This design comes from an exercise in tuning for small area, a short achievable clock period and few clock cycles per item on the open sky130 flow, not from production work.
The RTL was checked by simulation tests, not by an equivalence proof against the original design.
Power figures rest on the tool's default switching activity, not on a simulated workload.

**flow/flow/run.sh**
```bash
#!/bin/bash
set -uo pipefail
bash standard.sh SETUP_SLACK_MARGIN=6.0 cts > make_to_cts.log 2>&1 || exit 1
bash standard.sh SETUP_SLACK_MARGIN=5.0 finish > make_finish.log 2>&1
```
**flow/standard.sh**
```bash
#!/bin/bash
# synth_recipe.tcl (not shown) runs the flow's synth.tcl, then flattens the netlist and writes it again
# the make line also repeats each setting of config.mk as NAME=value (left out here)
make -C /OpenROAD-flow-scripts/flow DESIGN_CONFIG=/design/flow/config.mk WORK_HOME=/design/flow/orfs CLKGATE_MAP_FILE= SYNTH_SCRIPT=/design/flow/synth_recipe.tcl "${@:-finish}"
```
**flow/config.mk**
```make
export PLATFORM = sky130hd
export DESIGN_NAME = core
export DESIGN_NICKNAME = core
export VERILOG_FILES = /design/flow/design.v
export SDC_FILE = /design/flow/constraint.sdc
export NUM_CORES = 4
export LEC_CHECK = 0
export ABC_CLOCK_PERIOD_IN_PS = 3000
export CAP_MARGIN = 20
export CORE_MARGIN = 2
export CORE_UTILIZATION = 50
export CTS_CLUSTER_DIAMETER = 60
export CTS_CLUSTER_SIZE = 30
export SLEW_MARGIN = 20
```
**flow/constraint.sdc**
```tcl
create_clock -name core_clock -period 10.0 [get_ports {clk}]
set_input_delay 2.0000 -clock core_clock [delete_from_list [all_inputs] [get_ports {clk}]]
set_output_delay 2.0000 -clock core_clock [all_outputs]
set_load 0.01 [all_outputs]
```
**flow/design.v**
```verilog
module core(
            input wire        clk,
            input wire        rst,
            input wire        mem_ready,
            input wire [31:0] mem_read_data,
            output reg [31:0] mem_addr,
            output reg        mem_read_valid,
            output reg        mem_write_valid,
            output reg [31:0] mem_write_data,
            output reg [1:0]  mem_width,
            output reg        instruction_retired
);
   reg [31:0]  rf [1:31];
   reg [31:0]  rf_v;     
   reg         ob;       
   reg         ob_ld;    
   reg         ob_st;    
   reg         ob_k;     
   reg         pd;       
   reg         pt;       
   reg         sp;       
   reg         ld_pend;  
   reg [4:0]   ld_rd;
   reg [31:0]  ir;
   reg [31:2]  pc;
   reg [1:0]   st;       
   reg [31:0]  op1, op2;
   reg         w_v;      
   reg [4:0]   w_rd;
   reg [31:0]  w_d;
   reg [1:0]   rc;
   reg         a1;       
   reg         f2;       
   wire [4:0]  opc = ir[6:2];
   wire [4:0]  rd  = ir[11:7];
   wire [2:0]  f3  = ir[14:12];
   wire [4:0]  rs1 = ir[19:15];
   wire [4:0]  rs2 = ir[24:20];
   function [11:0] classify(input [31:0] w);
      reg [4:0] o;
      begin
         o = w[6:2];
         classify = {o == 5'b01100 && w[30] && w[14:12] == 3'd0,
                     (o == 5'b01100 || o == 5'b00100) && w[30] && w[14:12] == 3'd5,
                     o == 5'b01101, o == 5'b00101, o == 5'b11011, o == 5'b11001,
                     o == 5'b11000, o == 5'b00000, o == 5'b01000, o == 5'b00100,
                     o == 5'b01100,
                     (o == 5'b01101 || o == 5'b00101 || o == 5'b11011 || o == 5'b11001 ||
                      o == 5'b00100 || o == 5'b01100) && w[11:7] != 5'd0};
      end
   endfunction
   function classify_opi(input [31:0] w);
      classify_opi = w[6:2] == 5'b00100;
   endfunction
   function [9:0] rsel(input [31:0] w);
      reg alu;
      begin
         alu = w[6:2] == 5'b01100 || w[6:2] == 5'b00100;
         rsel = {alu && w[14:12] == 3'd0, alu && w[14:12] == 3'd1,
                 alu && w[14:12] == 3'd2, alu && w[14:12] == 3'd3,
                 alu && w[14:12] == 3'd4, alu && w[14:12] == 3'd5,
                 alu && w[14:12] == 3'd6, alu && w[14:12] == 3'd7,
                 w[6:2] == 5'b01101 || w[6:2] == 5'b00101 || w[6:2] == 5'b11011,
                 w[6:2] == 5'b11001};
      end
   endfunction
   reg  [9:0]  rs;
   reg  [11:0] cls;
   wire        is_sub   = cls[11];
   wire        is_sra   = cls[10];
   wire        is_lui   = cls[9];
   wire        is_auipc = cls[8];
   wire        is_jal   = cls[7];
   wire        is_jalr  = cls[6];
   wire        is_br    = cls[5];
   wire        is_ld    = cls[4];
   wire        is_st    = cls[3];
   wire        is_opi   = cls[2];
   wire        is_op    = cls[1];
   wire        wr_x2    = cls[0];
   wire        is_mem   = is_ld | is_st;
   wire [31:0] imm_i = {{20{ir[31]}}, ir[31:20]};
   wire [31:0] imm_s = {{20{ir[31]}}, ir[31:25], ir[11:7]};
   wire [31:0] imm_b = {{20{ir[31]}}, ir[7], ir[30:25], ir[11:8], 1'b0};
   wire [31:0] imm_u = {ir[31:12], 12'b0};
   wire [31:0] imm_j = {{12{ir[31]}}, ir[19:12], ir[20], ir[30:21], 1'b0};
   wire [4:0]  in_rs2 = mem_read_data[24:20];
   wire [4:0]  ra = (st == 2'd1) ? rs1 : in_rs2;
   reg  [31:0] rv;
   integer     j;
   always @* begin
      rv = 32'd0;
      for (j = 1; j < 32; j = j + 1)
         rv = rv | (rf[j] & {32{ra == j && rf_v[j]}});
   end
   wire        haz1 = ld_pend && ld_rd != 5'd0 && (ld_rd == rs1 || ld_rd == rd);
   wire        haz2 = ld_pend && ld_rd != 5'd0 && ld_rd == rs2;
   wire [31:0] addsub = op1 + (op2 ^ {32{is_sub}}) + {31'd0, is_sub};
   wire        eq  = op1 == op2;
   wire        ltu = op1 < op2;
   wire        lt  = (op1[31] ^ op2[31]) ? op1[31] : ltu;
   wire        shl = rs[8];
   reg  [31:0] op1r;
   reg  [31:0] shr_r;
   integer     k;
   always @* begin
      for (k = 0; k < 32; k = k + 1) op1r[k] = op1[31-k];
   end
   wire [31:0] shin = shl ? op1r : op1;
   wire signed [32:0] shx = {is_sra & op1[31], shin};
   wire signed [32:0] shr = shx >>> op2[4:0];
   always @* begin
      for (k = 0; k < 32; k = k + 1) shr_r[k] = shr[31-k];
   end
   wire        use_rs1 = is_ld | is_st | is_jalr;
   wire [31:0] aimm  = is_st ? imm_s : (is_ld | is_jalr) ? imm_i :
                       is_jal ? imm_j : is_br ? imm_b : imm_u;
   wire [31:0] asum  = (use_rs1 ? op1 : {pc, 2'b00}) + aimm;
   wire [31:0] agen  = asum;
   wire [31:0] pcimm = asum;
   wire [31:2] pc4   = pc + 30'd1;
   wire        cond  = (f3[2] ? (f3[1] ? ltu : lt) : eq) ^ f3[0];
   wire        redir = is_jalr | (is_br & cond);
   wire [31:2] tgt   = is_jalr ? agen[31:2] : pcimm[31:2];
   wire [31:0] wd = ({32{rs[9]}} & addsub) | ({32{rs[8]}} & shr_r) |
                    {31'd0, rs[7] & lt} | {31'd0, rs[6] & ltu} |
                    ({32{rs[5]}} & (op1 ^ op2)) | ({32{rs[4]}} & shr[31:0]) |
                    ({32{rs[3]}} & (op1 | op2)) | ({32{rs[2]}} & op1 & op2) |
                    ({32{rs[1]}} & op1) | ({32{rs[0]}} & {pc4, 2'b00});
   wire        x1      = st == 2'd1 && !haz1 && !haz2;
   wire        x2      = st == 2'd2;
   wire        wbs     = st == 2'd3;
   wire        bus_free = ~ob | mem_ready;
   wire        ob_f    = ~ob_ld & ~ob_st;
   wire        ld_ans  = ob & ob_ld & mem_ready;
   wire        st_ans  = ob & ob_st & mem_ready;
   wire        x2_redir = x2 & redir;
   wire        arr     = ob & ob_f & ~ob_k & mem_ready;
   wire        acc     = arr & ~x2_redir;
   wire        wb_late = x2 & wr_x2 & ld_ans;
   wire        rf_we_x = (x2 & wr_x2 & ~ld_ans) | wbs;
   wire        dreq    = (x2 & is_mem) | pd;
   wire        in_jal  = mem_read_data[6:2] == 5'b11011;
   wire        jreq    = a1 & is_jal;
   wire        treq    = x2_redir | pt | jreq;
   wire        sreq    = (sp | (acc & ~in_jal)) & ~treq;
   wire        freq    = pt | jreq | (x2 & is_jalr) | sp | (arr & ~in_jal) | x2_redir;
   wire        iss_d   = dreq & bus_free;
   wire        iss_f   = freq & bus_free & ~dreq;
   wire        iss     = iss_d | iss_f;
   wire [31:2] ma4     = mem_addr[31:2] + 30'd1;
   wire [31:2] seq_a   = arr ? ma4 : pc4;
   wire        ev_x    = (x2 & ~is_mem & ~wb_late) | wbs;
   wire        ev_m    = ld_ans | st_ans;
   wire [1:0]  rc_all  = rc + {1'b0, ev_x} + {1'b0, ev_m};
   always @(posedge clk) begin
      if (w_v) rf[w_rd] <= w_d;
      if (rst) rf_v <= 32'd0;
      else if (w_v) rf_v[w_rd] <= 1'b1;
      w_v <= ~rst & ((ld_ans & ld_rd != 5'd0) | rf_we_x);
      w_rd <= ld_ans ? ld_rd : rd;
      w_d <= ld_ans ? mem_read_data : wd;
      if (arr) begin
         if (classify_opi(mem_read_data)) op2 <= {{20{mem_read_data[31]}}, mem_read_data[31:20]};
         else if (w_v && w_rd == in_rs2) op2 <= w_d;
         else op2 <= rv;
      end else if (a1 && f2) begin
         op2 <= w_d;
      end else if (st == 2'd1 && haz2 && ld_ans && !is_opi) begin
         op2 <= mem_read_data;
      end
      f2 <= x2 && wr_x2 && rd == in_rs2 && !classify_opi(mem_read_data);
      if (x1) op1 <= is_lui ? imm_u :
                     is_auipc ? asum :
                     is_jal ? {pc4, 2'b00} :
                     (w_v && w_rd == rs1) ? w_d : rv;
      a1 <= acc & ~rst;
      if (arr) begin
         ir <= mem_read_data;
         cls <= classify(mem_read_data);
         rs <= rsel(mem_read_data);
         pc <= mem_addr[31:2];
      end
      if (rst) st <= 2'd0;
      else if (acc) st <= 2'd1;
      else if (x1) st <= 2'd2;
      else if (x2) st <= wb_late ? 2'd3 : 2'd0;
      else if (wbs) st <= 2'd0;
      if (rst) begin
         mem_addr <= 32'd0;
         mem_width <= 2'd2;
         mem_read_valid <= 1'b1;
         mem_write_valid <= 1'b0;
         ob <= 1'b1;
         ob_ld <= 1'b0;
         ob_st <= 1'b0;
         ob_k <= 1'b0;
         pd <= 1'b0;
         pt <= 1'b0;
         sp <= 1'b0;
         ld_pend <= 1'b0;
      end else begin
         mem_read_valid <= iss & ~(iss_d & is_st);
         mem_write_valid <= iss_d & is_st;
         if (iss) begin
            mem_addr <= dreq ? agen : treq ? {tgt, 2'b00} : {seq_a, 2'b00};
            mem_width <= dreq ? {f3[1], f3[0] & ~f3[1]} : 2'd2;
         end
         if (iss_d) mem_write_data <= op2;
         if (iss) begin
            ob <= 1'b1;
            ob_ld <= iss_d & is_ld;
            ob_st <= iss_d & is_st;
            ob_k <= 1'b0;
         end else begin
            if (mem_ready) ob <= 1'b0;
            if (x2_redir) ob_k <= 1'b1;
         end
         pd <= dreq & ~bus_free;
         pt <= treq & ~iss_f;
         sp <= sreq & ~iss_f;
         if (iss_d & is_ld) begin
            ld_pend <= 1'b1;
            ld_rd <= rd;
         end else if (ld_ans) begin
            ld_pend <= 1'b0;
         end
      end
      if (rst) begin
         rc <= 2'd0;
         instruction_retired <= 1'b0;
      end else begin
         instruction_retired <= rc_all != 2'd0;
         rc <= rc_all - {1'b0, rc_all != 2'd0};
      end
   end
endmodule  
```
==> results.py, run 1 <==
metrics = {
    "status": {
        "outcome": "no timing/DRC/antenna violations",
    },
    "die": {
        "die_h_um": 346,
        "die_width_um": 346,
        "die_area_um2": 120000,
        "io_pins": 104,
        "rows": 125,
        "core_um2": 116000,
        "initial_core_util_pct": 50.5,
    },
    "placed_design": {
        "placed_cell_area_um2": 62300,
        "finalWeightedCongestion": 1.08,
        "dp_hpwl_um": 143000,
        "dp.cells": 5970,
        "pre_cts_slack_ns": 3.55,
        "numPortBuffers": 103,
    },
    "power": {
        "p_int_mw": 9.38,
        "power.switching_mw": 4.13,
        "swShare_pct": 30.6,
        "peakVddDrop_mv": 0.196,
        "pwr-share-comb_pct": 17.5,
        "p_per_area_nw_per_um2": 193,
        "seqPwrFrac_pct": 49.2,
        "p_leak_nw": 24.3,
        "p_clk_share_pct": 33.3,
    },
    "cells_and_area": {
        "layout_common_cells": "1168 x edfxtp_1, 359 x nand2_1, 235 x a22oi_1",
        "area_growth_pct": 19.4,
        "stdcell_count": 6356,
        "final_common_cell": "edfxtp_1",
        "design_area_um2": 70000,
        "layout.nets": 4909,
        "drive_above_1_share_pct": 18.9,
    },
    "timing": {
        "totalNegativeSetupSlack_ns": 0,
        "rsz0062_at_grt": "no",
        "period_share_pct": 43.2,
        "worst_pin_slew_ns": 1.34,
        "finalMaxSlewViolations": 0,
        "period_needed_ns": 4.32,
        "setup_ws_ns": 5.68,
        "hold_viol_final": 0,
        "fmax_mhz": 232,
        "clock_skew_ns": 0.0672,
        "slew-limit-headroom_pct": 9.70,
        "hold_slack_ns": 0.461,
        "finalSetupViolCount": 0,
    },
    "grt": {
        "grt_pass1_vias": 41900,
        "gr-usage-all-layers_pct": 41.4,
        "grt_first_pass_wirelength_um": 342000,
        "grt_overflow": 0,
        "grt_max_degree": 61,
        "antenna_found_initial": 9,
    },
    "route": {
        "drt_wl_total_um": 252000,
        "detail-route-antenna-nets": 0,
        "drtIter0Drc": 6774,
        "drc_errors": 0,
        "avgViaCountPerCell": 6.96,
        "via_count": 44200,
        "dr.pass1.iters": 6,
        "wl_per_cell_um": 39.7,
    },
    "synthesis": {
        "synth_ff_type": "edfxtp_1",
        "synthCells": 4489,
        "synth.area.mux_share_pct": 3.38,
        "synth-async-reset-ratio_pct": 0,
        "postSynthAreaPerCell_um2": 13.1,
        "yosysSeqAreaShare_pct": 63.9,
        "synth-seq-cells": 1288,
        "synth_area_leaders": "edfxtp_1 60%, dfxtp_1 4.1%, a22oi_1 3.2%",
        "synthDominantCellAreaShare_pct": 59.8,
        "synth_cell_type_count": 87,
        "synth_simple_gate_area_share_pct": 9.06,
        "synth_edf_count": 1168,
        "synth_top_family_by_area": "compound AO/OA/AOI/OAI gates",
        "synth_compound_area_share_pct": 15.4,
        "syn_area_um2": 58600,
        "synth_fa_ha_area_share_pct": 2.90,
        "synth_top_cell_by_area": "edfxtp_1",
        "synth_nets": 4658,
        "synth_xor_area_share_pct": 2.51,
        "synth_warnings": 1,
    },
    "clocking": {
        "cts_buffers": 104,
        "clkTransAtPathRegs_ns": 0.08,
        "cts_buffer_depth": 3,
        "clock_latency_ns": 0.76,
        "cts_tree": "done",
        "clkSinkCount": 1288,
        "cts-root-buf": "clkbuf_16",
        "htree_levels": 3,
    },
    "critical_path": {
        "path_max_fanout": 11,
        "cp-start-kind": "flop",
        "cpMaxStageDelayCell": "edfxtp_1",
        "path_cells": "inv_1 > nand2_4 > o31ai_2 > a22o_2 > ha_1 > a211oi_4 > o21ai_2 > a21o_1 > a311o_1 > a41o_1 > a41oi_2 > xnor2_4 > nor2_4 > a31oi_1 > mux2_2",
        "endpoint_kind": "flop",
        "critPathMaxStageDelay_ns": 0.42,
        "cp.required_ns": 10.48,
        "criticalPathCategory": "flop to flop",
        "cp.arrival_ns": 4.80,
    },
    "min_path": {
        "hold_class": "flop to flop",
    },
    "job": {
        "max_cap_violations": 0,
    },
}
-- sequential cells by signal, indices dropped and copies added, names as in the netlist, 2 cells and up --
| signal | cells |
|---|---|
| w_d | 32 |
| mem_width | 2 |
| ir | 25 |
| w_rd | 5 |
| rf_v | 31 |
| cls | 11 |
| pc | 30 |
| rc | 2 |
| op2 | 32 |
| mem_addr | 32 |
| ld_rd | 5 |
| st | 2 |
| mem_write_data | 32 |
| rs | 9 |
| op1 | 32 |
| rf | 992 |
-- synthesized netlist by cell type (all sizes together), types with 22 or more instances --
master	instances
edfxtp	1168
nand2	361
a22oi	248
nor2	244
a21oi	232
clkbuf	207
o21ai	168
a221oi	158
nand3	140
ha	131
inv	131
dfxtp	120
a22o	118
xor2	92
mux2i	84
xnor2	76
buf	72
a31oi	52
nand4	51
a21o	50
mux2	41
nor3	38
a222oi	35
nand2b	34
o211ai	33
and3	30
mux4	30
nor2b	27
o2bb2ai	25
nor4b	22
o21a	22
-- worst max-delay path, delay by kind of cell (launching register included) --
kind	cells	cell delay, ns
AOI/OAI and AO/OA	9	2.35
and+or+nand+nor	2	0.36
buffers and inverters	1	0.13
DFF	1	0.42
muxes	1	0.28
adders and majority gates	1	0.31
xor gates and xnor gates	1	0.19
-- cell families after synthesis --
kind of cell,Yosys count
xor gates and xnor gates,168
AOI/OAI and AO/OA,1257
and+or+nand+nor,1071
DFF,1288
buffers and inverters,416
muxes,155
adders and majority gates,134
-- cell type report --
cell class | count | area, um^2
Antenna cell | 2 | 5.00
Clock buffer | 115 | 2710
Clock inverter | 81 | 1040
Fill cell | 9076 | 46200
Inverter | 137 | 564
Multi-Input combinational cell | 2785 | 21400
Sequential cell | 1288 | 37500
Tap cell | 1524 | 1910
Timing Repair Buffer | 424 | 4880
-- through the flow --
| stage | power, mW | utilization (%) |
|---|---|---|
| 2_1_floorplan | 7.78 | - |
| 3_3_place_gp | 8.75 | 53.6 |
| 3_5_place_dp | 8.75 | 53.6 |
| 4_1_cts | 13.4 | 60.2 |
| 5_1_grt | 13.8 | 60.3 |
| 6_report | 13.5 | 60.3 |
-- worst paths after layout --
check / from / end / slack (ns) / depth (start not counted)
setup reg to reg: cls[7] / op1[17] / 5.68 / 15
hold / removal: mem_width[1] / mem_width[1] / 0.46 / 2
setup / recovery: cls[7] / op1[17] / 5.68 / 15
hold reg to reg: mem_width[1] / mem_width[1] / 0.46 / 2
-- power groups by stage --
stage | registers [mW] | clock network [mW] | logic (mW)
final | 6.65 | 4.50 | 2.36
after global routing | 6.66 | 4.71 | 2.45
after CTS | 6.62 | 4.52 | 2.27
after detailed placement | 6.78 | 0 | 1.98
after global placement | 6.77 | 0 | 1.98
after floorplan | 6.62 | 0 | 1.15
-- what timing repair did --
action	CTS	global route
hold buffers	0	0
gates resized for setup	453	0
setup endpoints to repair	235	0
setup buffers	162	0
-- layer usage --
| metal | global-route usage [%] | vias up | routed length [um] |
|---|---|---|---|
| met2 | 64.9 | 3073 | 114000 |
| met3 | 7.91 | 820 | 25800 |
| met4 | 30.1 | 10 | 22800 |
| met1 | 51.5 | 22200 | 89300 |
| met5 | 0 | - | 61 |
| li1 | - | 18100 | - |
Testbench counts, summed over its fixed seeds: cycles 89,831, instrs 34,171.
==> inputs of run 2 (changes only) <==
--- a/flow/design.v
+++ b/flow/design.v
@@ -56,12 +56,13 @@
       reg alu;
       begin
          alu = w[6:2] == 5'b01100 || w[6:2] == 5'b00100;
-         rsel = {alu && w[14:12] == 3'd0, alu && w[14:12] == 3'd1,
+         rsel = {(alu && w[14:12] == 3'd0) || w[6:2] == 5'b01101 || w[6:2] == 5'b00101 ||
+                 w[6:2] == 5'b11011,
+                 alu && w[14:12] == 3'd1,
                  alu && w[14:12] == 3'd2, alu && w[14:12] == 3'd3,
                  alu && w[14:12] == 3'd4, alu && w[14:12] == 3'd5,
                  alu && w[14:12] == 3'd6, alu && w[14:12] == 3'd7,
-                 w[6:2] == 5'b01101 || w[6:2] == 5'b00101 || w[6:2] == 5'b11011,
-                 w[6:2] == 5'b11001};
+                 1'b0, w[6:2] == 5'b11001};
       end
    endfunction
    reg  [9:0]  rs;
@@ -86,12 +87,22 @@
    wire [31:0] imm_j = {{12{ir[31]}}, ir[19:12], ir[20], ir[30:21], 1'b0};
    wire [4:0]  in_rs2 = mem_read_data[24:20];
    wire [4:0]  ra = (st == 2'd1) ? rs1 : in_rs2;
+   wire [4:0]  in_op  = mem_read_data[6:2];
+   wire        in_opi = in_op == 5'b00100;
+   wire        in_u   = in_op == 5'b01101 || in_op == 5'b00101;
+   wire        in_j   = in_op == 5'b11011;
+   wire        in_rs2u = in_op == 5'b01100 || in_op == 5'b11000 || in_op == 5'b01000;
+   wire [31:0] imm_in = in_opi ? {{20{mem_read_data[31]}}, mem_read_data[31:20]} :
+                        in_u ? {mem_read_data[31:12], 12'b0} : 32'd4;
    reg  [31:0] rv;
    integer     j;
+   wire        x1st   = st == 2'd1;
+   wire        o_pc   = x1st & (is_auipc | is_jal);
+   wire        o_any  = x1st & (is_auipc | is_jal | is_lui);
    always @* begin
-      rv = 32'd0;
+      rv = (w_d & {32{w_v && w_rd == ra && !o_any}}) | ({pc, 2'b00} & {32{o_pc}});
       for (j = 1; j < 32; j = j + 1)
-         rv = rv | (rf[j] & {32{ra == j && rf_v[j]}});
+         rv = rv | (rf[j] & {32{ra == j && rf_v[j] && !(w_v && w_rd == j) && !o_any}});
    end
    wire        haz1 = ld_pend && ld_rd != 5'd0 && (ld_rd == rs1 || ld_rd == rd);
    wire        haz2 = ld_pend && ld_rd != 5'd0 && ld_rd == rs2;
@@ -104,9 +115,9 @@
    reg  [31:0] shr_r;
    integer     k;
    always @* begin
-      for (k = 0; k < 32; k = k + 1) op1r[k] = op1[31-k];
-   end
-   wire [31:0] shin = shl ? op1r : op1;
+      for (k = 0; k < 32; k = k + 1) op1r[k] = rv[31-k];
+   end
+   wire [31:0] shin = op1;
    wire signed [32:0] shx = {is_sra & op1[31], shin};
    wire signed [32:0] shr = shx >>> op2[4:0];
    always @* begin
@@ -126,7 +137,7 @@
                     {31'd0, rs[7] & lt} | {31'd0, rs[6] & ltu} |
                     ({32{rs[5]}} & (op1 ^ op2)) | ({32{rs[4]}} & shr[31:0]) |
                     ({32{rs[3]}} & (op1 | op2)) | ({32{rs[2]}} & op1 & op2) |
-                    ({32{rs[1]}} & op1) | ({32{rs[0]}} & {pc4, 2'b00});
+                    ({32{rs[0]}} & {pc4, 2'b00});
    wire        x1      = st == 2'd1 && !haz1 && !haz2;
    wire        x2      = st == 2'd2;
    wire        wbs     = st == 2'd3;
@@ -161,19 +172,16 @@
       w_rd <= ld_ans ? ld_rd : rd;
       w_d <= ld_ans ? mem_read_data : wd;
       if (arr) begin
-         if (classify_opi(mem_read_data)) op2 <= {{20{mem_read_data[31]}}, mem_read_data[31:20]};
-         else if (w_v && w_rd == in_rs2) op2 <= w_d;
-         else op2 <= rv;
+         op2 <= rv;
+      end else if (a1 && (is_opi | is_lui | is_auipc | is_jal)) begin
+         op2 <= is_opi ? imm_i : is_jal ? 32'd4 : imm_u;
       end else if (a1 && f2) begin
          op2 <= w_d;
-      end else if (st == 2'd1 && haz2 && ld_ans && !is_opi) begin
+      end else if (st == 2'd1 && haz2 && ld_ans && (is_op | is_br | is_st)) begin
          op2 <= mem_read_data;
       end
-      f2 <= x2 && wr_x2 && rd == in_rs2 && !classify_opi(mem_read_data);
-      if (x1) op1 <= is_lui ? imm_u :
-                     is_auipc ? asum :
-                     is_jal ? {pc4, 2'b00} :
-                     (w_v && w_rd == rs1) ? w_d : rv;
+      f2 <= x2 && wr_x2 && rd == in_rs2 && in_rs2u;
+      if (x1) op1 <= rs[8] ? op1r : rv;
       a1 <= acc & ~rst;
       if (arr) begin
          ir <= mem_read_data;
==> flow/flow/run.sh (replaced) <==
#!/bin/bash
set -uo pipefail
bash standard.sh SETUP_SLACK_MARGIN=6.2 cts > make_to_cts.log 2>&1 || exit 1
bash standard.sh SETUP_SLACK_MARGIN=5.5 finish > make_finish.log 2>&1
==> run 2 against run 1 <==
Combinational power increased by 6%. Sequential power increased by 3.5%. First-iteration DRC count decreased by 17%. Largest cell class unchanged.
==> results.py, run 2 <==
metrics = {
    "synthesis": {
        "synth-async-reset-ratio_pct": 0,
        "synthDominantCellAreaShare_pct": 60.9,
        "syn_area_um2": 57600,
        "synth_top_cell_by_area": "edfxtp_1",
        "postSynthAreaPerCell_um2": 13.1,
        "yosysSeqAreaShare_pct": 65.1,
        "synth_most_common_cell": "edfxtp_1",
        "synthCells": 4399,
        "synth_top_cells_by_count": "1168 x edfxtp_1, 357 x nand2_1, 312 x a22oi_1, 276 x nor2_1, 186 x clkbuf_1",
        "synth_area_leaders": "edfxtp_1 61%, dfxtp_1 4.2%, a22oi_1 4.1%",
        "synth_edf_count": 1168,
        "synth_ff_type": "edfxtp_1",
        "synth_warnings": 1,
        "synth_nets": 4569,
        "synth_cell_type_count": 98,
        "synth-seq-cells": 1288,
    },
    "power": {
        "p_clk_share_pct": 32.0,
        "seqPwrFrac_pct": 49.9,
        "power.switching_mw": 4.42,
        "swShare_pct": 32.1,
        "p_per_area_nw_per_um2": 202,
        "peakVddDrop_mv": 0.188,
        "p_leak_nw": 23.6,
        "pwr-share-comb_pct": 18.2,
        "p_int_mw": 9.37,
    },
    "clocking": {
        "htree_levels": 3,
        "cts-root-buf": "clkbuf_16",
        "cts_buffer_depth": 3,
        "cts.hold.buffers_added": 0,
        "clkTransAtPathRegs_ns": 0.07,
        "clock_latency_ns": 0.76,
        "clkSinkCount": 1288,
        "cts_buffers": 103,
        "cts_tree": "done",
    },
    "cells_and_area": {
        "final_common_cell": "edfxtp_1",
        "layout.nets": 4805,
        "layout_common_cells": "1168 x edfxtp_1, 346 x nand2_1, 298 x a22oi_1",
        "fillCellCount": 8872,
        "regMostFlops": "rf",
        "drive_above_1_share_pct": 17.7,
        "largest_reg_flops": 992,
        "finish.utilization_pct": 59.8,
        "area_growth_pct": 18.8,
    },
    "job": {
        "max_cap_violations": 0,
    },
    "timing": {
        "clock_skew_ns": 0.0756,
        "rsz0062_at_grt": "no",
        "hold_slack_ns": 0.466,
        "totalNegativeSetupSlack_ns": 0,
        "slew-limit-headroom_pct": 21.4,
        "fmax_mhz": 242,
        "period_share_pct": 41.4,
        "worst_pin_slew_ns": 1.18,
        "finalMaxSlewViolations": 0,
        "period_needed_ns": 4.14,
        "finalSetupViolCount": 0,
        "hold_viol_final": 0,
    },
    "critical_path": {
        "cp.required_ns": 10.56,
        "cp-startpoint": "mem_read_data[21]",
        "path_cells": "buf_2 > inv_2 > o31ai_2 > nand2_2 > nor4b_2 > buf_12 > a22oi_1 > nand4_1 > or4_4 > nor2_1 > a31oi_1",
        "critPathMaxStageDelay_ns": 0.45,
        "cp.arrival_ns": 4.70,
        "cpMaxStageDelayCell": "nor4b_2",
        "path_buf_inv": 3,
        "endpoint_kind": "flop",
        "path_max_fanout": 32,
        "critical-path-top-delay-family": "simple AND/OR/NAND/NOR gates",
        "rr_startpoint": "cls[6]",
        "criticalPathCategory": "input port to flop",
        "cp-start-kind": "input port",
    },
    "grt": {
        "grt_pass1_vias": 40100,
        "gr-usage-all-layers_pct": 39.6,
        "grt_overflow": 0,
        "grt_first_pass_wirelength_um": 322000,
        "antenna_found_initial": 16,
        "grt_max_degree": 76,
    },
    "route": {
        "drtIter0Drc": 5624,
        "drc_errors": 0,
        "avgViaCountPerCell": 6.89,
        "dr.pass1.iters": 7,
        "drt_wl_total_um": 236000,
        "wl_per_cell_um": 37.8,
        "via_count": 43000,
        "detail-route-antenna-nets": 0,
    },
    "die": {
        "core_um2": 114000,
        "die_width_um": 343,
        "rows": 124,
        "initial_core_util_pct": 50.3,
        "die_area_um2": 118000,
        "io_pins": 104,
        "die_h_um": 343,
    },
    "min_path": {
        "hold_start": "mem_width[0]",
        "hold_class": "flop to flop",
    },
    "placed_design": {
        "finalWeightedCongestion": 1.04,
        "dp_hpwl_um": 141000,
        "numPortBuffers": 103,
    },
    "status": {
        "outcome": "no timing/DRC/antenna violations",
    },
}
run 2: cell types whose count changed in the layout (fill, tap and decap cells not counted), sizes merged, moves of 21 or more:
cell / previous run / this run
a21oi: 232 / 137
a222oi: 35 / 1
mux2: 41 / 14
a22oi: 248 / 312
nand4: 51 / 79
o2bb2ai: 25 / 1
o21ai: 168 / 190
o2111ai: 6 / 27
nor2: 244 / 276
buf: 313 / 274
run 2: final timing paths:
path	to	cells past startpoint	slack, ns
worst min register to register	mem_width[0]	2	0.47
worst max-delay path	op1[2]	11	5.86
worst min-delay path	mem_width[0]	2	0.47
worst max register to register	mem_addr[31]	18	5.93
run 2: cell type report:
type | instances | area [um^2] | share of cell area, %
Sequential cell | 1288 | 37500 | 54.9
Multi-Input combinational cell | 2751 | 20500 | 30.0
Timing Repair Buffer | 383 | 4310 | 6.31
Clock buffer | 109 | 2640 | 3.87
Tap cell | 1512 | 1890 | 2.77
Clock inverter | 86 | 1050 | 1.54
Inverter | 106 | 423 | 0.619
Timing Repair inverter | 2 | 17.5 | 0.0256
Antenna cell | 6 | 15.0 | 0.0220
run 2: stage by stage:
stage          total power [mW]  instance area [um^2]  worst slack [ns]  instances
2_1_floorplan              8.07                 58600              5.82       4399
3_3_place_gp               9.17                 61400              4.10       5886
3_5_place_dp               9.17                 61400              3.97       5886
4_1_cts                    13.7                 68300              6.04       6236
5_1_grt                    14.1                 68400              5.73       6237
6_report                   13.8                 68400              5.86       6243
run 2: power by group through the flow:
stage	Combinational, mW	Sequential [mW]	Clock, mW
detailed placement	2.18	6.99	0
CTS	2.42	6.84	4.43
global placement	2.18	6.99	0
global route	2.62	6.88	4.62
finish	2.51	6.88	4.41
floorplan	1.22	6.85	0
run 2: cell families after synthesis:
group	after synthesis	share of synthesized area (%)
simple gates	1130	9.64
flops	1288	65.1
compound gates	1217	15.3
xor+xnor	169	2.57
buf+inv	366	2.54
fa+ha+maj	135	2.97
mux	94	1.93
run 2: repair_timing:
action | 4_1_cts | 5_1_grt
setup endpoints to repair | 185 | 0
gates resized for setup | 381 | 0
setup buffers | 128 | 0
run 2: per-layer routing:
layer  share of wire (%)  GRT usage [%]  vias up  wire length [um]
met5               0.054              0        -               127
met4                 8.0           26.6       18             18900
met3                  10           7.58      713             24100
met2                  46           62.1     2945            108000
met1                  36           50.3    21500             85200
li1                    -              -    17800                 -
run 2: worst register-to-register path, delay by kind of cell (launching register included):
family                   cells  cell delay [ns]
AO/OA/AOI/OAI                9             2.09
buffers and inverters        5             0.84
flip-flops                   1             0.41
AND/OR/NAND/NOR              3             0.38
adder cells (fa/ha/maj)      1             0.31
Testbench counts of run 2, summed over its fixed seeds: cycles 89,831, instrs 34,171.
==> inputs of run 3 (changes only) <==
--- a/flow/design.v
+++ b/flow/design.v
@@ -210,8 +210,10 @@
       end else begin
          mem_read_valid <= iss & ~(iss_d & is_st);
          mem_write_valid <= iss_d & is_st;
-         if (iss) begin
-            mem_addr <= dreq ? agen : treq ? {tgt, 2'b00} : {seq_a, 2'b00};
+         if (bus_free) begin
+            mem_addr <= (x2 & is_br & cond) ? {pcimm[31:2], 2'b00} :
+                        dreq ? agen :
+                        (pt | jreq | (x2 & is_jalr)) ? {tgt, 2'b00} : {seq_a, 2'b00};
             mem_width <= dreq ? {f3[1], f3[0] & ~f3[1]} : 2'd2;
          end
          if (iss_d) mem_write_data <= op2;
==> flow/flow/run.sh (replaced) <==
#!/bin/bash
set -uo pipefail
bash standard.sh SETUP_SLACK_MARGIN=6.0 cts > make_to_cts.log 2>&1 || exit 1
bash standard.sh SETUP_SLACK_MARGIN=5.8 finish > make_finish.log 2>&1
==> run 3 against run 2 <==
Wire length increased by 1.5%. Final area decreased by 1.6%. First-iteration DRC count rose by 14%. Clock skew fell by 0.0029 ns. Largest cell class unchanged.
==> results.py, run 3 <==
metrics = {
    "status": {
        "outcome": "no timing/DRC/antenna violations",
    },
    "route": {
        "wl_per_cell_um": 38.9,
        "via_count": 43200,
        "detail-route-antenna-nets": 0,
        "drtIter0Drc": 6399,
        "drt_wl_total_um": 240000,
        "drc_errors": 0,
        "dr.pass1.iters": 6,
        "avgViaCountPerCell": 7.01,
    },
    "job": {
        "max_cap_violations": 0,
    },
    "placed_design": {
        "placed_cell_area_um2": 61300,
        "dp.cells": 5867,
        "dp_hpwl_um": 141000,
        "finalWeightedCongestion": 1.09,
        "numPortBuffers": 103,
        "pre_cts_slack_ns": 3.97,
    },
    "synthesis": {
        "synth_warnings": 1,
        "synth_area_leaders": "edfxtp_1 61%, dfxtp_1 4.2%, a221oi_1 3.3%",
        "synth_nets": 4560,
        "synth_cell_type_count": 81,
        "synth_ff_type": "edfxtp_1",
        "synth_edf_count": 1168,
        "yosysSeqAreaShare_pct": 65.1,
        "synth_top_cells_by_count": "1168 x edfxtp_1, 375 x nand2_1, 278 x nor2_1, 222 x clkbuf_1, 216 x a221oi_1",
        "synth-async-reset-ratio_pct": 0,
        "syn_area_um2": 57600,
        "synth_most_common_cell": "edfxtp_1",
        "postSynthAreaPerCell_um2": 13.1,
        "synth-seq-cells": 1288,
        "synth_top_cell_by_area": "edfxtp_1",
        "synthCells": 4390,
        "synthDominantCellAreaShare_pct": 60.9,
    },
    "timing": {
        "fmax_mhz": 239,
        "totalNegativeSetupSlack_ns": 0,
        "setup_ws_ns": 5.82,
        "period_share_pct": 41.8,
        "hold_slack_ns": 0.463,
        "hold_viol_final": 0,
        "worst_pin_slew_ns": 1.37,
        "rsz0062_at_grt": "yes",
        "finalMaxSlewViolations": 0,
        "finalSetupViolCount": 0,
        "clock_skew_ns": 0.0727,
        "period_needed_ns": 4.18,
        "slew-limit-headroom_pct": 8.26,
    },
    "power": {
        "power.switching_mw": 4.42,
        "seqPwrFrac_pct": 50.2,
        "swShare_pct": 31.9,
        "p_per_area_nw_per_um2": 206,
        "power_mw": 13.9,
        "p_leak_nw": 23.1,
        "p_int_mw": 9.45,
        "p_clk_share_pct": 31.9,
        "peakVddDrop_mv": 0.171,
        "pwr-share-comb_pct": 17.8,
    },
    "min_path": {
        "hold_path_depth": 2,
        "hold_class": "flop to flop",
        "hold-path-endpoint": "mem_width[0]",
        "hold_start": "mem_width[0]",
    },
    "critical_path": {
        "endpoint_kind": "flop",
        "r2r_end": "mem_addr[29]",
        "r2r_cells": 11,
        "criticalPathCategory": "flop to flop",
        "reg2reg_slack_ns": 5.82,
        "cp.arrival_ns": 4.82,
        "path_max_fanout": 7,
        "cp.required_ns": 10.64,
        "cp-start-kind": "flop",
        "rr_startpoint": "op1[12]",
    },
    "grt": {
        "antenna_found_initial": 12,
        "grt_first_pass_wirelength_um": 327000,
        "gr-usage-all-layers_pct": 40.3,
        "grt_max_degree": 108,
        "grt_overflow": 0,
        "grt_pass1_vias": 39900,
    },
    "die": {
        "initial_core_util_pct": 50.4,
        "die_width_um": 343,
        "core_um2": 114000,
        "die_h_um": 343,
        "io_pins": 104,
        "rows": 124,
        "die_area_um2": 118000,
    },
    "cells_and_area": {
        "largest_reg_flops": 992,
        "layout_common_cells": "1168 x edfxtp_1, 360 x nand2_1, 244 x nor2_1",
        "stdcell_count": 6168,
        "design_area_um2": 67300,
        "fillCellCount": 9040,
        "final_common_cell": "edfxtp_1",
        "layout.nets": 4724,
        "finish.utilization_pct": 58.8,
        "drive_above_1_share_pct": 14.8,
        "regMostFlops": "rf",
        "area_growth_pct": 16.8,
    },
    "clocking": {
        "cts.hold.buffers_added": 0,
        "cts_buffer_depth": 3,
        "cts_tree": "done",
        "clock_latency_ns": 0.75,
        "cts_buffers": 102,
        "clkTransAtPathRegs_ns": 0.08,
        "clkSinkCount": 1288,
        "cts-root-buf": "clkbuf_16",
        "htree_levels": 3,
    },
}
[run 3: critical path, stage by stage, from the launching register on]
cell	delay (ns)
edfxtp_1	0.56
inv_1	0.38
ha_1	0.31
or4_1	0.59
or3_4	0.44
o22a_1	0.25
a21oi_4	0.29
mux2i_4	0.35
nor3_4	0.09
buf_12	0.17
or3_1	0.37
a311oi_1	0.28
[run 3: per-layer routing]
metal	track usage [%]	share of wire [%]
met5	0	0.018
met4	26.0	7.8
met3	8.85	11
met2	62.8	45
met1	51.1	36
[run 3: worst max-delay path by stage]
stage                                 start            to  cells after the start
after floorplan           mem_read_data[21]       op1[28]                     11
after global placement    mem_read_data[23]        op1[9]                     12
after detailed placement  mem_read_data[23]       op2[22]                     11
after CTS                 mem_read_data[23]       op1[25]                     15
after global routing                 cls[6]  mem_addr[26]                     16
final                               op1[12]  mem_addr[29]                     11
[run 3: cell families (layout without fill, tap and decap cells)]
| kind of cell | Yosys count | in the layout | synth area share, % |
|---|---|---|---|
| flip-flops | 1288 | 1288 | 65.1 |
| AO/OA/AOI/OAI | 1227 | 1227 | 15.8 |
| AND/OR/NAND/NOR | 1121 | 1121 | 9.27 |
| buffers and inverters | 369 | 622 | 2.47 |
| XOR/XNOR | 163 | 163 | 2.48 |
| adder cells (fa/ha/maj) | 135 | 135 | 2.97 |
| multiplexers | 87 | 87 | 1.90 |
| other | 0 | 13 | 0 |
[run 3: repair_timing]
action,in CTS,in global routing
cloned,10,0
gates resized for setup,278,16
setup buffers,84,1
pin swaps,63,2
endpoints found under the setup margin,131,32
[run 3: layout make-up]
type / count / area [um^2] / area share [%]
timing repair buffer: 321 / 3520 / 5.23
clock inverter: 84 / 1050 / 1.56
clock buffer: 109 / 2610 / 3.88
sequential: 1288 / 37500 / 55.8
antenna: 13 / 32.5 / 0.0484
inverter: 108 / 433 / 0.644
multi-input combinational: 2733 / 20200 / 30.1
tap: 1512 / 1890 / 2.81
[run 3: power groups by stage]
stage,registers [mW],logic (mW),clock network (mW)
global placement,7.06,2.22,0
detailed placement,7.06,2.23,0
global route,6.96,2.59,4.63
floorplan,6.86,1.31,0
CTS,6.92,2.38,4.44
finish,6.96,2.47,4.43
Testbench counts of run 3, summed over its fixed seeds: cycles 89,831, instrs 34,171.
==> inputs of run 4 (changes only) <==
--- a/flow/config.mk
+++ b/flow/config.mk
@@ -8,7 +8,7 @@
 export ABC_CLOCK_PERIOD_IN_PS = 3000
 export CAP_MARGIN = 20
 export CORE_MARGIN = 2
-export CORE_UTILIZATION = 50
+export CORE_UTILIZATION = 60
 export CTS_CLUSTER_DIAMETER = 60
 export CTS_CLUSTER_SIZE = 30
 export SLEW_MARGIN = 20
==> run 4 against run 3 <==
Wire length decreased by 3.6%. Critical path type unchanged. Clock skew decreased by 0.0026 ns. Still clean. Largest power group unchanged. Via count increased by 1.8%. Global-route usage increased by 6.3 points.
==> results.py, run 4 <==
metrics = {
    "clocking": {
        "clkSinkCount": 1288,
        "cts_buffer_depth": 3,
        "cts-root-buf": "clkbuf_16",
        "clock_latency_ns": 0.74,
        "htree_levels": 3,
        "cts_tree": "done",
        "cts_buffers": 93,
        "clkTransAtPathRegs_ns": 0.07,
    },
    "grt": {
        "grt_pass1_vias": 40600,
        "antenna_found_initial": 6,
        "grt_overflow": 0,
        "grt_first_pass_wirelength_um": 317000,
        "gr-usage-all-layers_pct": 46.6,
        "grt_max_degree": 74,
    },
    "synthesis": {
        "synth_area_leaders": "edfxtp_1 61%, dfxtp_1 4.2%, a221oi_1 3.3%",
        "synth-seq-cells": 1288,
        "synthDominantCellAreaShare_pct": 60.9,
        "synth_edf_count": 1168,
        "postSynthAreaPerCell_um2": 13.1,
        "synth_top_cell_by_area": "edfxtp_1",
        "syn_area_um2": 57600,
        "synth_nets": 4560,
        "synth-async-reset-ratio_pct": 0,
        "synth_warnings": 1,
        "synth_most_common_cell": "edfxtp_1",
        "yosysSeqAreaShare_pct": 65.1,
        "synth_top_cells_by_count": "1168 x edfxtp_1, 375 x nand2_1, 278 x nor2_1, 222 x clkbuf_1, 216 x a221oi_1",
        "synth_cell_type_count": 81,
        "synth_ff_type": "edfxtp_1",
        "synthCells": 4390,
    },
    "critical_path": {
        "cpMaxStageDelayCell": "edfxtp_1",
        "critPathMaxStageDelay_ns": 0.62,
        "path_max_fanout": 7,
        "endpoint_kind": "flop",
        "critical-path-top-delay-family": "simple AND/OR/NAND/NOR gates",
        "cp.required_ns": 10.58,
        "cpMostUsedCell": "buf_12",
        "criticalPathCategory": "flop to flop",
        "path_buf_inv": 4,
        "reg2reg_slack_ns": 5.75,
        "r2r_cells": 14,
        "cp.arrival_ns": 4.84,
        "path_cells": "inv_1 > ha_1 > or4_1 > a21oi_1 > nor3_1 > o22a_4 > a21oi_4 > buf_12 > mux2i_4 > nor3_4 > buf_12 > buf_16 > or3_1 > a311oi_1",
        "cp-start-kind": "flop",
        "path_depth": 14,
    },
    "route": {
        "via_count": 44000,
        "avgViaCountPerCell": 7.42,
        "drtIter0Drc": 8089,
        "detail-route-antenna-nets": 0,
        "drt_wl_total_um": 231000,
        "dr.pass1.iters": 8,
        "drc_errors": 0,
        "wl_per_cell_um": 39.0,
    },
    "cells_and_area": {
        "stdcell_count": 5928,
        "layout_common_cells": "1168 x edfxtp_1, 364 x nand2_1, 242 x nor2_1",
        "layout.nets": 4748,
        "finish.utilization_pct": 70.7,
        "area_growth_pct": 16.7,
        "design_area_um2": 67200,
        "final_common_cell": "edfxtp_1",
        "regMostFlops": "rf",
        "drive_above_1_share_pct": 15.4,
        "largest_reg_flops": 992,
        "fillCellCount": 6465,
    },
    "placed_design": {
        "numPortBuffers": 103,
        "placed_cell_area_um2": 61000,
        "finalWeightedCongestion": 1.07,
        "dp_hpwl_um": 136000,
        "dp.cells": 5622,
    },
    "die": {
        "io_pins": 104,
        "die_area_um2": 98500,
        "core_um2": 95000,
        "initial_core_util_pct": 60.6,
        "die_width_um": 314,
        "die_h_um": 314,
        "rows": 113,
    },
    "timing": {
        "totalNegativeSetupSlack_ns": 0,
        "worst_pin_slew_ns": 1.22,
        "fmax_mhz": 235,
        "slew-limit-headroom_pct": 18.4,
        "period_needed_ns": 4.25,
        "hold_viol_final": 0,
        "rsz0062_at_grt": "yes",
        "clock_skew_ns": 0.0701,
        "period_share_pct": 42.5,
        "finalSetupViolCount": 0,
        "finalMaxSlewViolations": 0,
    },
    "power": {
        "power.switching_mw": 4.23,
        "pwr-share-comb_pct": 17.7,
        "seqPwrFrac_pct": 51.1,
        "p_leak_nw": 23.2,
        "swShare_pct": 31.0,
        "p_int_mw": 9.43,
        "peakVddDrop_mv": 0.208,
        "p_clk_share_pct": 31.2,
        "p_per_area_nw_per_um2": 203,
    },
    "min_path": {
        "hold_path_depth": 2,
        "hold_class": "flop to flop",
    },
    "job": {
        "max_cap_violations": 0,
    },
    "status": {
        "outcome": "no timing/DRC/antenna violations",
    },
}
==> run 4: cell counts after synthesis <==
No cell type changed its count.
==> run 4: routing by layer <==
| metal | vias up | part of all wire, % | GRT usage [%] |
|---|---|---|---|
| met4 | 4 | 8.9 | 32.6 |
| li1 | 17700 | - | - |
| met5 | - | 0.010 | 0 |
| met2 | 3973 | 44 | 69.9 |
| met3 | 968 | 14 | 12.7 |
| met1 | 21300 | 33 | 59.1 |
==> run 4: area by class of cell <==
cell class	instances	area (um^2)	area share, %
Clock buffer	99	2360	3.51
Multi-Input combinational cell	2733	20400	30.3
Sequential cell	1288	37500	55.8
Timing Repair Buffer	354	3840	5.72
Inverter	108	428	0.637
Clock inverter	74	1090	1.62
Antenna cell	7	17.5	0.0261
Tap cell	1265	1580	2.36
==> run 4: cell families after synthesis <==
group           Yosys count  share of synthesized area (%)
buf+inv                 369                           2.47
fa+ha+maj               135                           2.97
mux                      87                           1.90
flops                  1288                           65.1
simple gates           1121                           9.27
compound gates         1227                           15.8
xor+xnor                163                           2.48
==> run 4: worst paths after layout <==
kind                      from      endpoint
hold reg to reg   mem_width[0]  mem_width[0]
setup / recovery       op1[14]  mem_addr[29]
setup reg to reg       op1[14]  mem_addr[29]
hold / removal    mem_width[0]  mem_width[0]
==> run 4: worst min-delay path, delay by kind of cell (launching register included) <==
| kind | cells | cell delay, ns |
|---|---|---|
| DFF | 1 | 0.31 |
| and+or+nand+nor | 1 | 0.05 |
| AOI/OAI and AO/OA | 1 | 0.05 |
==> run 4: timing repair <==
item                       4_1_cts  5_1_grt
setup endpoints to repair      111       64
gates resized for setup        274       32
pin swaps                       73       13
setup buffers                   98       16
hold buffers                     0        0
gates cloned                    10        2
==> run 4: stage by stage <==
step / worst slack (ns) / total power [mW] / hold WS (ns)
2_1_floorplan: 5.77 / 8.17 / 0.424
3_3_place_gp: 4.08 / 9.19 / 0.440
3_5_place_dp: 4.08 / 9.20 / 0.447
4_1_cts: 5.77 / 13.5 / 0.460
5_1_grt: 5.68 / 14.0 / 0.488
6_report: 5.75 / 13.7 / 0.461
==> run 4: power by group through the flow <==
stage | Clock (mW) | Combinational, mW | Sequential [mW]
after detailed placement | 0 | 2.15 | 7.05
after floorplan | 0 | 1.31 | 6.86
after global routing | 4.44 | 2.54 | 6.97
after CTS | 4.25 | 2.29 | 6.93
after global placement | 0 | 2.14 | 7.05
final | 4.26 | 2.42 | 6.98
==> inputs of run 5 (changes only) <==
==> flow/flow/run.sh (replaced) <==
#!/bin/bash
set -uo pipefail
bash standard.sh SETUP_SLACK_MARGIN=6.0 cts > make_to_cts.log 2>&1 || exit 1
bash standard.sh SETUP_SLACK_MARGIN=6.0 finish > make_finish.log 2>&1
--- a/flow/config.mk
+++ b/flow/config.mk
@@ -8,7 +8,7 @@
 export ABC_CLOCK_PERIOD_IN_PS = 3000
 export CAP_MARGIN = 20
 export CORE_MARGIN = 2
-export CORE_UTILIZATION = 60
+export CORE_UTILIZATION = 50
 export CTS_CLUSTER_DIAMETER = 60
 export CTS_CLUSTER_SIZE = 30
 export SLEW_MARGIN = 20
==> run 5 against run 4 <==
Still clean on timing, DRC and antenna. Worst hold slack improved by 0.0028 ns. Combinational power is 7% higher. Critical path depth fell by 2. Clock skew barely moved. Area after synthesis stayed put.
==> results.py, run 5 <==
metrics = {
    "route": {
        "via_count": 44000,
        "drt_wl_total_um": 244000,
        "wl_per_cell_um": 39.2,
        "detail-route-antenna-nets": 0,
        "avgViaCountPerCell": 7.06,
        "drc_errors": 0,
        "drtIter0Drc": 6889,
        "dr.pass1.iters": 5,
    },
    "power": {
        "peakVddDrop_mv": 0.173,
        "p_leak_nw": 23.7,
        "p_per_area_nw_per_um2": 203,
    },
    "synthesis": {
        "syn_area_um2": 57600,
        "synth_most_common_cell": "edfxtp_1",
        "synth_area_leaders": "edfxtp_1 61%, dfxtp_1 4.2%, a221oi_1 3.3%",
        "postSynthAreaPerCell_um2": 13.1,
        "synth-seq-cells": 1288,
        "synth_top_cell_by_area": "edfxtp_1",
        "synth_nets": 4560,
        "synth_top_cells_by_count": "1168 x edfxtp_1, 375 x nand2_1, 278 x nor2_1, 222 x clkbuf_1, 216 x a221oi_1",
        "synth_ff_type": "edfxtp_1",
        "yosysSeqAreaShare_pct": 65.1,
        "synth-async-reset-ratio_pct": 0,
        "synth_cell_type_count": 81,
        "synthDominantCellAreaShare_pct": 60.9,
        "synth_warnings": 1,
        "synthCells": 4390,
        "synth_edf_count": 1168,
    },
    "timing": {
        "rsz0062_at_grt": "yes",
        "totalNegativeSetupSlack_ns": 0,
        "period_needed_ns": 4.08,
        "clock_skew_ns": 0.0705,
        "hold_viol_final": 0,
        "finalMaxSlewViolations": 0,
        "period_share_pct": 40.8,
        "fmax_mhz": 245,
        "worst_pin_slew_ns": 1.36,
        "finalSetupViolCount": 0,
        "slew-limit-headroom_pct": 8.40,
    },
    "clocking": {
        "htree_levels": 3,
        "clkTransAtPathRegs_ns": 0.08,
        "cts_buffer_depth": 3,
        "clock_latency_ns": 0.75,
        "cts-root-buf": "clkbuf_16",
        "cts_buffers": 102,
        "clkSinkCount": 1288,
        "cts_tree": "done",
    },
    "die": {
        "rows": 124,
        "die_width_um": 343,
        "io_pins": 104,
        "initial_core_util_pct": 50.4,
        "core_um2": 114000,
        "die_h_um": 343,
        "die_area_um2": 118000,
    },
    "critical_path": {
        "path_max_fanout": 7,
        "cp.required_ns": 10.64,
        "endpoint_kind": "flop",
        "criticalPathCategory": "flop to flop",
        "cp-start-kind": "flop",
        "cp.arrival_ns": 4.73,
    },
    "grt": {
        "grt_max_degree": 108,
        "grt_pass1_vias": 39900,
        "antenna_found_initial": 10,
        "grt_overflow": 0,
        "gr-usage-all-layers_pct": 40.3,
        "top_usage_layer": "met2",
        "use_met3_pct": 8.85,
        "grt_first_pass_wirelength_um": 327000,
        "grtUsageMet2_pct": 62.8,
        "use_met1_pct": 51.1,
    },
    "cells_and_area": {
        "final_common_cell": "edfxtp_1",
        "layout.nets": 4795,
        "fillCellCount": 8878,
        "regMostFlops": "rf",
        "stdcell_count": 6237,
        "largest_reg_flops": 992,
        "multi_input_area_um2": 20800,
        "layout_common_cells": "1168 x edfxtp_1, 359 x nand2_1, 234 x nor2_1",
        "drive_above_1_share_pct": 17.8,
        "register_area_um2": 37500,
        "area_growth_pct": 19.3,
    },
    "min_path": {
        "hold_class": "flop to flop",
    },
    "job": {
        "max_cap_violations": 0,
    },
    "status": {
        "outcome": "no timing/DRC/antenna violations",
    },
    "placed_design": {
        "numPortBuffers": 103,
        "dp_hpwl_um": 141000,
        "finalWeightedCongestion": 1.09,
        "dp.cells": 5867,
    },
}
run 5: cell types whose count changed in the layout (fill, tap and decap cells not counted), sizes merged:
cell	change
buf	+28
bufbuf	-4
bufinv	-6
clkbuf	+24
clkdlybuf4s50	-2
clkinv	+3
clkinvlp	+1
diode	+4
dlygate4sd2	+1
dlymetal6s2s	+1
inv	+12
run 5: final cells by class:
type	count	area share, %
Timing Repair Buffer	392	6.34
Clock buffer	109	3.80
Tap cell	1512	2.75
Clock inverter	84	1.53
Antenna cell	11	0.0401
Inverter	108	0.636
Multi-Input combinational cell	2733	30.3
Sequential cell	1288	54.6
run 5: final timing paths:
kind / cells past startpoint / startpoint / slack, ns / endpoint
setup reg to reg: 12 / op1[24] / 5.92 / mem_addr[29]
hold reg to reg: 2 / mem_width[0] / 0.46 / mem_width[0]
setup / recovery: 12 / op1[24] / 5.92 / mem_addr[29]
hold / removal: 2 / mem_width[0] / 0.46 / mem_width[0]
run 5: repair_timing:
action | CTS | global route
hold buffers | 0 | 0
setup endpoints to repair | 131 | 113
setup buffers | 84 | 62
pin swaps | 63 | 89
endpoints found under the hold margin | 0 | 0
cloned | 10 | 10
resized for setup | 278 | 183
run 5: kinds of logic (layout without fill, tap and decap cells):
logic type                 Yosys count  count (layout)  share of synthesized area [%]
DFF                               1288            1288                           65.1
AOI/OAI and AO/OA                 1227            1227                           15.8
and+or+nand+nor                   1121            1121                           9.27
buffers and inverters              369             693                           2.47
xor gates and xnor gates           163             163                           2.48
adders and majority gates          135             135                           2.97
muxes                               87              87                           1.90
other                                0              11                              0
run 5: critical path, stage by stage, from the launching register on:
cell,delay [ns]
edfxtp_1,0.71
inv_1,0.22
ha_1,0.40
nor4b_4,0.35
nand3_1,0.15
or3_4,0.36
o22a_1,0.25
a21oi_4,0.30
mux2i_4,0.35
nor3_4,0.09
buf_12,0.17
or3_1,0.38
a311oi_2,0.25
run 5: per-stage QoR:
| stage | utilization [%] | setup WS (ns) | power, mW | instance area (um^2) | hold slack (ns) |
|---|---|---|---|---|---|
| 5_1_grt | 60.0 | 5.89 | 14.3 | 68700 | 0.494 |
| 2_1_floorplan | - | 5.77 | 8.17 | 58300 | 0.424 |
| 3_5_place_dp | 53.6 | 3.97 | 9.29 | 61300 | 0.448 |
| 4_1_cts | 58.7 | 5.96 | 13.7 | 67100 | 0.461 |
| 6_report | 60.1 | 5.92 | 14.0 | 68700 | 0.464 |
| 3_3_place_gp | 53.6 | 4.04 | 9.28 | 61300 | 0.445 |
run 5: where the power goes:
group | leakage, nW | switching (mW) | total [mW] | internal (mW)
registers | 11.5 | 0.529 | 6.96 | 6.43
logic | 10.5 | 1.69 | 2.58 | 0.890
clock network | 1.76 | 2.25 | 4.44 | 2.18
total | 23.7 | 4.47 | 14.0 | 9.50
run 5: routing by layer:
metal / vias up / share of wire (%)
li1: 17900 / -
met1: 22000 / 35
met2: 3355 / 45
met3: 850 / 12
met4: 6 / 8.3
met5: - / 0.020
==> inputs of run 6 (changes only) <==
--- a/flow/design.v
+++ b/flow/design.v
@@ -28,7 +28,7 @@
    reg         w_v;      
    reg [4:0]   w_rd;
    reg [31:0]  w_d;
-   reg [1:0]   rc;
+   reg [1:0]   rc;       
    reg         a1;       
    reg         f2;       
    wire [4:0]  opc = ir[6:2];
@@ -48,9 +48,6 @@
                      (o == 5'b01101 || o == 5'b00101 || o == 5'b11011 || o == 5'b11001 ||
                       o == 5'b00100 || o == 5'b01100) && w[11:7] != 5'd0};
       end
-   endfunction
-   function classify_opi(input [31:0] w);
-      classify_opi = w[6:2] == 5'b00100;
    endfunction
    function [9:0] rsel(input [31:0] w);
       reg alu;
@@ -88,12 +85,7 @@
    wire [4:0]  in_rs2 = mem_read_data[24:20];
    wire [4:0]  ra = (st == 2'd1) ? rs1 : in_rs2;
    wire [4:0]  in_op  = mem_read_data[6:2];
-   wire        in_opi = in_op == 5'b00100;
-   wire        in_u   = in_op == 5'b01101 || in_op == 5'b00101;
-   wire        in_j   = in_op == 5'b11011;
    wire        in_rs2u = in_op == 5'b01100 || in_op == 5'b11000 || in_op == 5'b01000;
-   wire [31:0] imm_in = in_opi ? {{20{mem_read_data[31]}}, mem_read_data[31:20]} :
-                        in_u ? {mem_read_data[31:12], 12'b0} : 32'd4;
    reg  [31:0] rv;
    integer     j;
    wire        x1st   = st == 2'd1;
==> run 6 against run 5 <==
Wire length is 1.3% lower. Total power is 3.0% lower. Via count is 0.20% higher. Final area is 0.42% higher. Combinational power is about 10% lower. Sequential share of layout area is 0.24 points lower. Critical path type is now input port to flop. Critical endpoint is now op1[19]. Largest power group unchanged.
==> results.py, run 6 <==
metrics = {
    "synthesis": {
        "synth_top_cell_by_area": "edfxtp_1",
        "synth_compound_area_share_pct": 15.8,
        "synth-async-reset-ratio_pct": 0,
        "synthCells": 4361,
        "synth_top_cells_by_count": "1168 x edfxtp_1, 374 x nand2_1, 244 x nor2_1, 232 x a22oi_1, 178 x a221oi_1",
        "synth_fa_ha_area_share_pct": 2.96,
        "synthDominantCellAreaShare_pct": 60.6,
        "synth_most_common_cell": "edfxtp_1",
        "synth-seq-cells": 1288,
        "synth_area_leaders": "edfxtp_1 61%, dfxtp_1 4.1%, a22oi_1 3.0%",
        "synth_top_family_by_area": "compound AO/OA/AOI/OAI gates",
        "yosysSeqAreaShare_pct": 64.7,
        "synth_cell_type_count": 100,
        "synth_xor_area_share_pct": 2.37,
        "synth_edf_count": 1168,
        "synth_warnings": 1,
        "syn_area_um2": 57900,
        "postSynthAreaPerCell_um2": 13.3,
        "synth_nets": 4531,
        "synth_simple_gate_area_share_pct": 9.33,
        "synth_ff_type": "edfxtp_1",
        "synth.area.mux_share_pct": 2.26,
    },
    "route": {
        "avgViaCountPerCell": 7.05,
        "drc_errors": 0,
        "dr.pass1.iters": 6,
        "wl_per_cell_um": 38.5,
        "drt_wl_total_um": 241000,
        "detail-route-antenna-nets": 0,
        "drtIter0Drc": 6964,
        "via_count": 44100,
    },
    "critical_path": {
        "critical-path-top-delay-family": "compound AO/OA/AOI/OAI gates",
        "path_max_fanout": 6,
        "path_buf_inv": 5,
        "criticalPathCategory": "input port to flop",
        "cp-start-kind": "input port",
        "cp.required_ns": 10.48,
        "critPathMaxStageDelay_ns": 0.42,
        "r2r_end": "mem_addr[20]",
        "path_cells": "buf_12 > clkinvlp_4 > a32oi_4 > buf_8 > nor4_4 > buf_4 > buf_12 > a22o_1 > a221oi_2 > nand4_1 > a211o_1 > mux2_4",
        "reg2reg_slack_ns": 6.01,
        "cpMostUsedCell": "buf_12",
        "r2r_cells": 11,
        "rr_startpoint": "op1[6]",
        "cp.arrival_ns": 4.59,
        "endpoint_kind": "flop",
        "cpMaxStageDelayCell": "a211o_1",
    },
    "clocking": {
        "cts-root-buf": "clkbuf_16",
        "clkTransAtPathRegs_ns": 0.07,
        "htree_levels": 3,
        "clkSinkCount": 1288,
        "clock_latency_ns": 0.77,
        "cts_buffers": 105,
        "cts_buffer_depth": 3,
        "cts_tree": "done",
    },
    "die": {
        "rows": 124,
        "initial_core_util_pct": 50.5,
        "core_um2": 115000,
        "die_h_um": 344,
        "io_pins": 104,
        "die_area_um2": 119000,
        "die_width_um": 344,
    },
    "cells_and_area": {
        "regMostFlops": "rf",
        "drive_above_1_share_pct": 18.3,
        "layout.nets": 4817,
        "layout_common_cells": "1168 x edfxtp_1, 360 x nand2_1, 227 x a22oi_1",
        "area_growth_pct": 19.1,
        "largest_reg_flops": 992,
        "final_common_cell": "edfxtp_1",
        "design_area_um2": 69000,
    },
    "min_path": {
        "hold_path_depth": 2,
        "hold-path-endpoint": "mem_width[0]",
        "hold_class": "flop to flop",
        "hold_start": "mem_width[0]",
    },
    "placed_design": {
        "pre_cts_slack_ns": 3.69,
        "finalWeightedCongestion": 1.00,
        "numPortBuffers": 103,
        "placed_cell_area_um2": 61400,
        "dp_hpwl_um": 141000,
    },
    "timing": {
        "finalMaxSlewViolations": 0,
        "rsz0062_at_grt": "yes",
        "finalSetupViolCount": 0,
        "worst_pin_slew_ns": 1.09,
        "setup_ws_ns": 5.89,
        "slew-limit-headroom_pct": 26.5,
        "period_needed_ns": 4.11,
        "fmax_mhz": 243,
        "clock_skew_ns": 0.0996,
        "period_share_pct": 41.1,
        "hold_viol_final": 0,
        "totalNegativeSetupSlack_ns": 0,
    },
    "grt": {
        "grt_max_degree": 65,
        "grt_pass1_vias": 39900,
        "gr-usage-all-layers_pct": 39.1,
        "antenna_found_initial": 11,
        "grt_overflow": 0,
        "grt_first_pass_wirelength_um": 320000,
    },
    "power": {
        "p_per_area_nw_per_um2": 197,
        "seqPwrFrac_pct": 49.8,
        "swShare_pct": 30.7,
        "p_leak_nw": 23.8,
        "power_mw": 13.6,
        "pwr-share-comb_pct": 17.1,
        "power.switching_mw": 4.17,
        "peakVddDrop_mv": 0.184,
        "p_int_mw": 9.39,
        "p_clk_share_pct": 33.1,
    },
    "job": {
        "max_cap_violations": 0,
    },
    "status": {
        "outcome": "no timing/DRC/antenna violations",
    },
}
-- run 6: cell type report --
cell class / count / area, um^2
fillers: 8953 / 45700
multi-input cells: 2715 / 20600
clock inverters: 89 / 1070
repair buffers: 436 / 4770
diodes: 7 / 17.5
inverters: 101 / 404
clock buffers: 111 / 2680
well taps: 1512 / 1890
flip-flops and latches: 1288 / 37500
-- run 6: worst max path at each step --
stage	from	end	slack (ns)	cells past startpoint
finish	mem_read_data[20]	op1[19]	5.89	12
CTS	mem_ready	ld_rd[3]	5.81	6
floorplan	mem_read_data[21]	op1[27]	5.96	9
global placement	mem_read_data[20]	op1[29]	3.76	11
detailed placement	mem_read_data[20]	op1[29]	3.69	11
global route	mem_read_data[20]	op1[19]	5.88	12
-- run 6: cell families after synthesis --
group,Yosys count
buf+inv,362
compound gates,1236
fa+ha+maj,135
mux,97
flops,1288
simple gates,1086
xor+xnor,157
-- run 6: per-layer routing --
layer  wire (um)  track usage [%]  vias to the layer above
met5          76                0                        -
met4       19700             24.7                       10
met3       29700             8.53                      768
met2      107000             60.0                     3397
met1       84400             50.6                    22000
li1            -                -                    17900
-- run 6: power by group through the flow --
stage               clock network, mW  logic [mW]  registers (mW)
floorplan                           0        1.12            6.77
global placement                    0        1.99            6.86
detailed placement                  0        2.00            6.86
CTS                              4.50        2.13            6.73
global route                     4.70        2.42            6.75
finish                           4.48        2.32            6.75
-- run 6: metrics by stage --
| step | hold slack (ns) | util [%] | std cells |
|---|---|---|---|
| global placement | 0.444 | 53.6 | 5852 |
| finish | 0.462 | 60.2 | 6259 |
| floorplan | 0.421 | - | 4361 |
| global route | 0.484 | 60.1 | 6253 |
| detailed placement | 0.451 | 53.6 | 5852 |
| CTS | 0.465 | 58.4 | 6139 |
-- run 6: what timing repair did --
action | in CTS | in global routing
hold buffers | 0 | 0
pin swaps | 51 | 92
cloned | 7 | 15
buffers inserted | 80 | 98
gates resized for setup | 227 | 183
setup endpoints to repair | 234 | 133
-- run 6: worst register-to-register path, delay by kind of cell (launching register included) --
kind	cells	cell delay (ns)
flip-flops	1	0.60
adder cells (fa/ha/maj)	1	0.41
AO/OA/AOI/OAI	4	0.83
AND/OR/NAND/NOR	5	1.82
buffers and inverters	1	0.30
Testbench counts of run 6, summed over its fixed seeds: cycles 89,831, instrs 34,171.

==> what the ideal ports hide <==
The results above use ideal ports. As a check the final layouts listed here were re-extracted and re-timed, cells and wires unchanged. Step 1, drivers: a clkbuf_16 drives clk and a buf_2 each remaining input, both assumed. Step 2 adds t to the input delays and takes it off the output delays; t is the mean of the earliest and latest rising clock arrival at the registers after step 1. Input paths then give back, and output paths get back, about the clock's delay inside the block. Three values: ideal, step 1, step 2; two values: the first two.
run | t (ns) | setup slack, ns | hold slack, ns | clock arrival spread, ns | cell pins on the clock port's net
run 1 | 0.813 | 5.681 / 5.681 / 4.897 | 0.461 / 0.461 / 0.461 | 0.070 / 0.070 | 1
run 2 | 0.807 | 5.861 / 5.919 / 5.112 | 0.466 / 0.466 / 0.466 | 0.078 / 0.078 | 1
run 3 | 0.797 | 5.821 / 5.821 / 5.072 | 0.463 / 0.463 / 0.463 | 0.086 / 0.086 | 1
run 4 | 0.778 | 5.746 / 5.746 / 4.997 | 0.461 / 0.461 / 0.461 | 0.077 / 0.077 | 1
run 5 | 0.798 | 5.917 / 5.917 / 5.150 | 0.464 / 0.464 / 0.464 | 0.090 / 0.090 | 1
run 6 | 0.799 | 5.890 / 5.861 / 5.062 | 0.462 / 0.462 / 0.462 | 0.101 / 0.100 | 1
After both steps every run listed still meets setup and hold. The setup slack of run 6, which loses most, moves by -0.029 ns with the drivers and by -0.828 ns with both steps.
